This is an optimization exercise on Yosys and OpenROAD, whose aim is small area, not a production implementation.
RTL that was checked went through simulation tests only; none was proved equivalent to the original.
The clock input has no modelled driver; a real chip could not lean on it and would need a root buffer or a full tree.
Power and IR drop assume default switching activity.

the previous run:
==> flow/design.v (excerpt) <==
module i2s(
    input               rst_i,
    input               mck_i,
    input               lrck_i,
    input               bck_i,
    input               data_i,
    output              mck_o,
    output              lrck_o,
    output              data_o,
    output reg          sdo,
    output reg          sync
);
Size in the first run: ~98 cells after synthesis, about 50 flip-flops, ~10 I/O pins.
==> flow/config.mk <==
export PLATFORM = sky130hd
export DESIGN_NAME = i2s
export DESIGN_NICKNAME = i2s
export VERILOG_FILES = /design/flow/design.v
export SDC_FILE = /design/flow/constraint.sdc
export NUM_CORES = 4
export LEC_CHECK = 0
export ABC_AREA = 1
export CAP_MARGIN = 20
export CORE_MARGIN = 2
export CORE_UTILIZATION = 40
export SLEW_MARGIN = 20
==> flow/constraint.sdc <==
create_clock -name core_clock -period 10.0 [get_ports {bck_i}]
set_input_delay 2.0000 -clock core_clock [delete_from_list [all_inputs] [get_ports {bck_i}]]
set_output_delay 2.0000 -clock core_clock [all_outputs]
set_load 0.01 [all_outputs]
standard.sh (not shown) runs the stock make flow with config.mk's settings and CLKGATE_MAP_FILE= SYNTH_SCRIPT=/design/flow/synth_recipe.tcl, a recipe that flattens the netlist after the stock synthesis.
==> flow/flow/run.sh <==
#!/bin/bash
# The standard layout (standard.sh), with three changes:
#  - ports are buffered with buf_1 instead of the default clkdlybuf4s50_1;
#  - the clock tree is a flat one (flow/flat_cts.tcl): the clock port drives
#    4 sky130_fd_sc_hd__clkbuf_4 cells, each driving a cluster of nearby clock sinks;
#  - power recovery (downsizing off the critical paths) after global routing.
# make's output goes to standard.log, each step's log to orfs/logs/.
set -euo pipefail
export BUFFER_PORTS_ARGS="-buffer_cell sky130_fd_sc_hd__buf_1"
export PRE_CTS_TCL="$PWD/flow/flat_cts.tcl"
export FLAT_CTS_N=4
export FLAT_CTS_CELL=sky130_fd_sc_hd__clkbuf_4
export FLAT_CTS_NET=bck_i
export RECOVER_POWER=100
bash standard.sh > standard.log 2>&1
Other scripts of this flow, unchanged in this note and not shown: flow/flow/flat_cts.tcl
The final report for the previous run shows a completed flow and a layout that fails verification, specifically capacitance limit, slew limit.
Edits applied to the flow inputs when going from the previous run to the current run:
diff --git a/flow/config.mk b/flow/config.mk
--- a/flow/config.mk
+++ b/flow/config.mk
@@ -8 +7,0 @@
-export ABC_AREA = 1
Results
The current run ended up with a higher starting density of the core than the previous run did.
Power: the previous run vs the current run, no meaningful difference
Any difference in share of total power in the clock network between the current run and the previous run is small enough to ignore.
Between the previous run and the current run, the global-route usage figures differ only marginally.
[the current run] flow finished | final checks: failed | reasons: capacitance limit, slew limit
The current run has number of logic stages on the critical path including buffering below what the previous run had.
Function was not checked in any run of this note: the RTL went through the layout flow alone. No run of this note takes its clock network from TritonCTS; it comes from the design's own scripts or RTL.

i2s, a different RTL version from the one above (not shown whole).
Size in the first run: about 87 cells after synthesis, ~51 flip-flops, about 1600 µm² of cells after synthesis.
==> flow/design.v (excerpt) <==
module i2s(
    input               rst_i,
    input               mck_i,
    input               lrck_i,
    input               bck_i,
    input               data_i,
    output              mck_o,
    output              lrck_o,
    output              data_o,
    output reg          sdo,
    output reg          sync
);
export LEC_CHECK = 0
export CAP_MARGIN = 20
export CORE_MARGIN = 2
export CORE_UTILIZATION = 40
export SLEW_MARGIN = 20
create_clock -name core_clock -period 10.0 [get_ports {bck_i}]
==> flow/flow/run.sh <==
#!/bin/bash
# Standard layout, with small port buffers and a lighter clock tree.
set -euo pipefail
export BUFFER_PORTS_ARGS="-buffer_cell sky130_fd_sc_hd__buf_1"
export CTS_ARGS="-repair_clock_nets -dont_use_dummy_load -buf_list sky130_fd_sc_hd__clkbuf_8 -root_buf sky130_fd_sc_hd__clkbuf_8 -wire_unit 200 -sink_clustering_enable -sink_clustering_size 30 -sink_clustering_max_diameter 200"
bash standard.sh > standard.log 2>&1
The baseline completed with no timing, DRC or antenna violations.
Edit:
==> flow/flow/run.sh (replaced) <==
#!/bin/bash
# Standard layout, with small port buffers and a lighter clock tree.
set -euo pipefail
export BUFFER_PORTS_ARGS="-buffer_cell sky130_fd_sc_hd__buf_1"
export CTS_ARGS="-repair_clock_nets -dont_use_dummy_load -buf_list sky130_fd_sc_hd__clkbuf_16 -root_buf sky130_fd_sc_hd__clkbuf_16 -wire_unit 200 -sink_clustering_enable -sink_clustering_size 60 -sink_clustering_max_diameter 500"
bash standard.sh > standard.log 2>&1
What happened: Final cell count does not change; final area rose by a few percent; die area is unchanged; sequential share of layout area fell by 2.4 points; global-route usage rose by 0.25 points; synthesized cell count is unchanged.
Function was not checked in any run of this note: the RTL went through the layout flow alone.

The RTL this note starts from:
==> flow/design.v <==
module i2s(
    input               rst_i,
    input               mck_i,
    input               lrck_i,
    input               bck_i,
    input               data_i,
    output              mck_o,
    output              lrck_o,
    output              data_o,
    output reg          sdo,
    output reg          sync
);
assign  mck_o = mck_i;
assign  lrck_o = lrck_i;
assign  data_o = data_i;
reg     lr1;
reg     d0;
always @(negedge bck_i) begin
    lr1 <= rst_i & lrck_i;
    d0 <= data_i;
end
reg         lr2;
reg [6:0]   dl;
reg [31:0]  sh;
reg [1:0]   ph;      
reg [2:0]   k;       
reg         f;
wire start = lr1 ^ lr2;
wire load = !rst_i || start;
wire trans = k == 3'd2;     
wire pu = f & ~lr1;
wire dbit = f ? ~lr1 : sh[31];
wire cbit = pu ? (k == 3'd0 || k == 3'd1)
               : (k == 3'd4 || (trans && !lr1));
always @(posedge bck_i) begin
    lr2 <= lr1;
    dl <= {dl[5:0], d0};
    if (ph[1])
        sh <= {sh[30:16], sh[15] & ~f, sh[14:0], dl[6] ^ (ph[0] && k == 3'd5)};
    if (load) begin
        k <= 3'd5;
        ph <= 2'b01;
    end
    else begin
        k <= {k[1:0], k[2] ^ (k[1] | ~k[0])};
        ph <= {ph[1] ^ (trans & (ph[1] ^ ph[0])), ph[0] & ~(trans & ph[1])};
    end
    if (!rst_i)
        f <= 1'b1;
    else if (start && !lr1)
        f <= 1'b0;
    if (rst_i) begin
        sync <= ~(start | ph[1] | ph[0]);
        sdo <= ph[1] ? dbit : (ph[0] & cbit);
    end
end
endmodule
Settings: LEC_CHECK=0, CAP_MARGIN=20, CORE_MARGIN=2, CORE_UTILIZATION=40, SLEW_MARGIN=20; clock period 10.0 ns.
==> flow/flow/run.sh <==
#!/bin/bash
# The standard layout (standard.sh), with these changes:
#  - ports are buffered with buf_1 instead of the default clkdlybuf4s50_1;
#  - the clock tree is a flat one (flow/flat_cts.tcl): the clock port drives
#    4 sky130_fd_sc_hd__clkbuf_4 cells, each driving a cluster of nearby clock sinks;
#  - power recovery (downsizing off the critical paths) after global routing,
#    followed by another design repair (flow/post_grt.tcl).
# make's output goes to standard.log, each step's log to orfs/logs/.
set -euo pipefail
export BUFFER_PORTS_ARGS="-buffer_cell sky130_fd_sc_hd__buf_1"
export PRE_CTS_TCL="$PWD/flow/flat_cts.tcl"
export POST_GLOBAL_ROUTE_TCL="$PWD/flow/post_grt.tcl"
export FLAT_CTS_N=4
export FLAT_CTS_CELL=sky130_fd_sc_hd__clkbuf_4
export FLAT_CTS_NET=bck_i
export RECOVER_POWER=0
bash standard.sh > standard.log 2>&1
==> flow/flow/flat_cts.tcl <==
# Flat clock tree used in place of TritonCTS (sourced as PRE_CTS_TCL).
# The clock port drives FLAT_CTS_N buffers of type FLAT_CTS_CELL directly; the
# clock sinks are split into FLAT_CTS_N groups by k-means on their placed
# locations, and each buffer, placed at its group's centre, drives one group.
proc clock_tree_synthesis { args } {
  set block [ord::get_db_block]
  set db [ord::get_db]
  set n $::env(FLAT_CTS_N)
  set master [$db findMaster $::env(FLAT_CTS_CELL)]
  set clk [$block findNet $::env(FLAT_CTS_NET)]
  set sinks {}
  foreach it [$clk getITerms] {
    set inst [$it getInst]
    set bb [$inst getBBox]
    set x [expr {([$bb xMin] + [$bb xMax]) / 2.0}]
    set y [expr {([$bb yMin] + [$bb yMax]) / 2.0}]
    lappend sinks [list $it $x $y]
  }
  set m [llength $sinks]
  puts "flat_cts: $m sinks on [$clk getName], $n buffers of [$master getName]"
  # initial centres: sinks spread along x
  set sorted [lsort -real -index 1 $sinks]
  set cx {}; set cy {}
  for {set i 0} {$i < $n} {incr i} {
    set s [lindex $sorted [expr {int(($i + 0.5) * $m / $n)}]]
    lappend cx [lindex $s 1]; lappend cy [lindex $s 2]
  }
  set cap [expr {int(ceil(double($m) / $n))}]
  for {set iter 0} {$iter < 30} {incr iter} {
    # balanced assignment: sinks take their nearest centre with room left,
    # most constrained (largest gap between best and worst) first
    set order {}
    foreach s $sinks {
      set ds {}
      for {set i 0} {$i < $n} {incr i} {
        lappend ds [expr {abs([lindex $s 1] - [lindex $cx $i]) + abs([lindex $s 2] - [lindex $cy $i])}]
      }
      set mn [tcl::mathfunc::min {*}$ds]; set mx [tcl::mathfunc::max {*}$ds]
      lappend order [list [expr {$mx - $mn}] $s $ds]
    }
    set order [lsort -real -decreasing -index 0 $order]
    set cnt [lrepeat $n 0]
    set groups [lrepeat $n {}]
    foreach o $order {
      set s [lindex $o 1]; set ds [lindex $o 2]
      set best -1
      set idx {}
      for {set i 0} {$i < $n} {incr i} { lappend idx [list $i [lindex $ds $i]] }
      foreach p [lsort -real -index 1 $idx] {
        set i [lindex $p 0]
        if {[lindex $cnt $i] < $cap} { set best $i; break }
      }
      lset cnt $best [expr {[lindex $cnt $best] + 1}]
      lset groups $best [concat [lindex $groups $best] [list $s]]
    }
    set ncx {}; set ncy {}
    for {set i 0} {$i < $n} {incr i} {
      set sx 0.0; set sy 0.0; set g [lindex $groups $i]
      foreach s $g { set sx [expr {$sx + [lindex $s 1]}]; set sy [expr {$sy + [lindex $s 2]}] }
      lappend ncx [expr {$sx / [llength $g]}]; lappend ncy [expr {$sy / [llength $g]}]
    }
    set cx $ncx; set cy $ncy
  }
  for {set i 0} {$i < $n} {incr i} {
    set buf [odb::dbInst_create $block $master "flatcts_buf_$i"]
    set w [[$buf getMaster] getWidth]; set h [[$buf getMaster] getHeight]
    $buf setLocation [expr {int([lindex $cx $i] - $w / 2)}] [expr {int([lindex $cy $i] - $h / 2)}]
    $buf setPlacementStatus PLACED
    set net [odb::dbNet_create $block "flatcts_net_$i"]
    $net setSigType CLOCK
    foreach s [lindex $groups $i] {
      set it [lindex $s 0]
      $it disconnect
      $it connect $net
    }
    [$buf findITerm A] connect $clk
    [$buf findITerm X] connect $net
    puts "flat_cts: buffer $i at ([lindex $cx $i], [lindex $cy $i]) drives [llength [lindex $groups $i]] sinks"
  }
  set_propagated_clock [all_clocks]
  # The buffer synthesis puts on a port-to-port wire (mck_i to mck_o) is a
  # buf_4; a buf_1 drives the output load as well.
  set small [$db findMaster sky130_fd_sc_hd__buf_1]
  foreach inst [$block getInsts] {
    if {[[$inst getMaster] getName] ne "sky130_fd_sc_hd__buf_4"} { continue }
    set a [[$inst findITerm A] getNet]
    set x [[$inst findITerm X] getNet]
    if {$a eq "NULL" || $x eq "NULL"} { continue }
    if {[llength [$a getBTerms]] == 1 && [llength [$x getBTerms]] == 1 &&
        [llength [$a getITerms]] == 1 && [llength [$x getITerms]] == 1} {
      puts "flat_cts: [$inst getName] ([$a getName] to [$x getName]) becomes buf_1"
      $inst swapMaster $small
    }
  }
}
Other scripts of this flow, unchanged in this note and not shown: flow/flow/post_grt.tcl
The baseline ran to the end with no violations.
Rerun with:
--- a/flow/flow/run.sh
+++ b/flow/flow/run.sh
@@ -15,2 +15,3 @@
 export FLAT_CTS_NET=bck_i
+export FLAT_CTS_KEEP_INVERTERS=0
 export RECOVER_POWER=0
--- a/flow/flow/flat_cts.tcl
+++ b/flow/flow/flat_cts.tcl
@@ -95 +95,9 @@
 }
+
+# With the flat tree the inverter of the falling-edge clock is a sink like any
+# other, so it need not be cloned next to each falling-edge register.
+if {[info exists ::env(FLAT_CTS_KEEP_INVERTERS)] && !$::env(FLAT_CTS_KEEP_INVERTERS)} {
+  proc repair_clock_inverters { args } {
+    puts "flat_cts: clock inverters left as they are"
+  }
+}
--- a/flow/config.mk
+++ b/flow/config.mk
@@ -7,5 +7,6 @@
 export LEC_CHECK = 0
-export CAP_MARGIN = 20
+export CAP_MARGIN = 0
 export CORE_MARGIN = 2
 export CORE_UTILIZATION = 40
-export SLEW_MARGIN = 20
+export GPL_TIMING_DRIVEN = 0
+export SLEW_MARGIN = 0
Result: The new run passed the timing, design-rule and antenna checks. Worst setup slack is worse by 0.021 ns. Sequential power hardly moves. Power stays flat. Utilization grows by 0.44 points. Die area does not change. Area after synthesis does not change. Wire length went down by 8.5%. Critical path depth does not change. Design area went up by 0.98%. Sequential share of layout area fell by 0.70 points. Clock skew grows by 0.020 ns.
No run of this note takes its clock network from TritonCTS; it comes from the design's own scripts or RTL.
